Context: an optimization exercise on an open-source flow, tuned for small area. The choices shown serve that exercise and are no tape-out recipe.
Only simulation tests tie the RTL to the original design; equivalence was not proved.

==> v30 <==
## PE
module PE(
  input         clock,
  input         reset,
  input  [31:0] io_Xi_0,
  input  [31:0] io_Yi_0,
  input  [31:0] io_Xi_1,
  input  [31:0] io_Yi_1,
  input  [31:0] io_aggr_0,
  input  [31:0] io_aggr_1,
  input  [31:0] io_aggr_2,
  input  [31:0] io_aggr_3,
  input  [1:0]  io_m_0_sel,
  input  [1:0]  io_m_1_sel,
  input  [1:0]  io_m_2_sel,
  input  [1:0]  io_m_3_sel,
  input  [1:0]  io_m_4_sel,
  input  [1:0]  io_m_5_sel,
  input  [1:0]  io_m_6_sel,
  input  [1:0]  io_m_7_sel,
  input  [1:0]  io_m_8_sel,
  input  [1:0]  io_m_9_sel,
  input         io_addsub_0_op,
  input         io_addsub_1_op,
  input  [2:0]  io_rounding,
  input         io_tininess,
  input         io_use_int,
  output [31:0] io_out_0,
  output [31:0] io_out_1
);
Settings: LEC_CHECK=0, ABC_AREA=1, CAP_MARGIN=20, CORE_MARGIN=2, CORE_UTILIZATION=65, SETUP_SLACK_MARGIN=0.3, SLEW_MARGIN=20; clock period 16.0 ns.
run.sh (not shown) runs the stock make flow with config.mk's settings and CLKGATE_MAP_FILE= SYNTH_SCRIPT=/design/flow/synth_recipe.tcl, a recipe that flattens the netlist after the stock synthesis.
==> inputs of v33, as changes to v30 <==
==> flow/flow/run.sh (new file) <==
#!/bin/bash
# The standard layout, with clock tree synthesis told to use larger sink
# clusters and not to add dummy loads.
set -euo pipefail
bash standard.sh \
  "CTS_ARGS=-sink_clustering_enable -repair_clock_nets -dont_use_dummy_load -sink_clustering_size 25 -sink_clustering_max_diameter 80" \
  finish > orfs_flow.log 2>&1
==> flow/standard.sh (new file) <==
#!/bin/bash
# synth_recipe.tcl (not shown) runs the flow's synth.tcl, then flattens the netlist and writes it again
# the make line also repeats each setting of config.mk as NAME=value (left out here)
make -C /OpenROAD-flow-scripts/flow DESIGN_CONFIG=/design/flow/config.mk WORK_HOME=/design/flow/orfs CLKGATE_MAP_FILE= SYNTH_SCRIPT=/design/flow/synth_recipe.tcl "${@:-finish}"
removed: flow/run.sh
==> inputs of v10, as changes to v30 <==
==> flow/flow/run.sh (new file) <==
#!/bin/bash
# The standard layout, with clock tree synthesis told to use larger sink
# clusters and not to add dummy loads.
set -euo pipefail
bash standard.sh \
  "CTS_ARGS=-sink_clustering_enable -repair_clock_nets -dont_use_dummy_load -sink_clustering_size 20 -sink_clustering_max_diameter 60" \
  finish > orfs_flow.log 2>&1
==> flow/standard.sh (new file) <==
#!/bin/bash
# synth_recipe.tcl (not shown) runs the flow's synth.tcl, then flattens the netlist and writes it again
# the make line also repeats each setting of config.mk as NAME=value (left out here)
make -C /OpenROAD-flow-scripts/flow DESIGN_CONFIG=/design/flow/config.mk WORK_HOME=/design/flow/orfs CLKGATE_MAP_FILE= SYNTH_SCRIPT=/design/flow/synth_recipe.tcl "${@:-finish}"
removed: flow/run.sh
==> qor summary <==
| item | v30 | v33 | v10 |
|---|---|---|---|
| Clock-pin slew of the registers on the worst-case setup and hold paths | 70 ps | 100 ps | 80 ps |
| Startpoint of the most critical hold path | add1.Y[10] | o_9[0] | pre_4[11] |
| Antenna violations before repair | 57 | 41 | 43 |
| Rel. slew slack | 21.71% | 21.33% | 23.14% |
| Fin nets | 14884 | 14813 | 14840 |
| Worst-skew pair later-pin latency | 850 ps | 770 ps | 800 ps |
| R2r endpoint | mul0.Y[7] | mul0.Y[20] | mul0.Y[7] |
| GRT Overall Usage | 47.09% | 45.82% | 46.03% |
| Area of the multi-input gates | 0.06149 mm² | 0.06148 mm² | 0.06148 mm² |
| Routed length on met1 | 145700 µm | 145400 µm | 144700 µm |
| Outcome | complete, no violations | complete, no violations | complete, no violations |
| First-pass GRT wire length | 597900 µm | 582300 µm | 585400 µm |
| Total clock buffers created by CTS | 164 | 91 | 119 |
| CTS H-tree depth | 4 | 3 | 3 |
| Via count of the first global-routing pass | 98650 | 96280 | 96787 |
| Last element of the critical path | mul0.Y[7] | mul0.Y[20] | mul0.Y[7] |
| Fraction of final layout cells with drive strength greater than 1 | 5.693% | 4.447% | 4.640% |
| Routed vias/inst | 6.412 | 6.385 | 6.379 |
| Clk cell area share | 4.809% | 1.995% | 2.594% |

## re-timing with driven ports
The flow's constraints put no driver on any port. The routed layouts listed below were extracted and timed again, unchanged, in two steps. Step 1 sets driving cells, clkbuf_16 on the clock port and buf_2 on the other inputs (assumed; they add their load-dependent delay and slew). Step 2 adds t to the input delays and takes it off the output delays; t is the mean of the earliest and latest rising clock arrival at the registers after step 1. Input paths then give back, and output paths get back, about the clock's delay inside the block. a / b / c = ideal / step 1 / step 2; a / b = the first two.
run	t (ns)	slack for setup (ns)	hold slack, ns	worst setup path after step 2
v30	0.931	1.319 / 1.319 / 1.319	0.316 / 0.316 / 0.316	register to register
v33	0.809	1.406 / 1.406 / 1.406	0.275 / 0.275 / 0.275	register to register
v10	0.842	1.421 / 1.421 / 1.421	0.270 / 0.270 / 0.270	register to register
After both steps setup and hold are still met in every run listed.
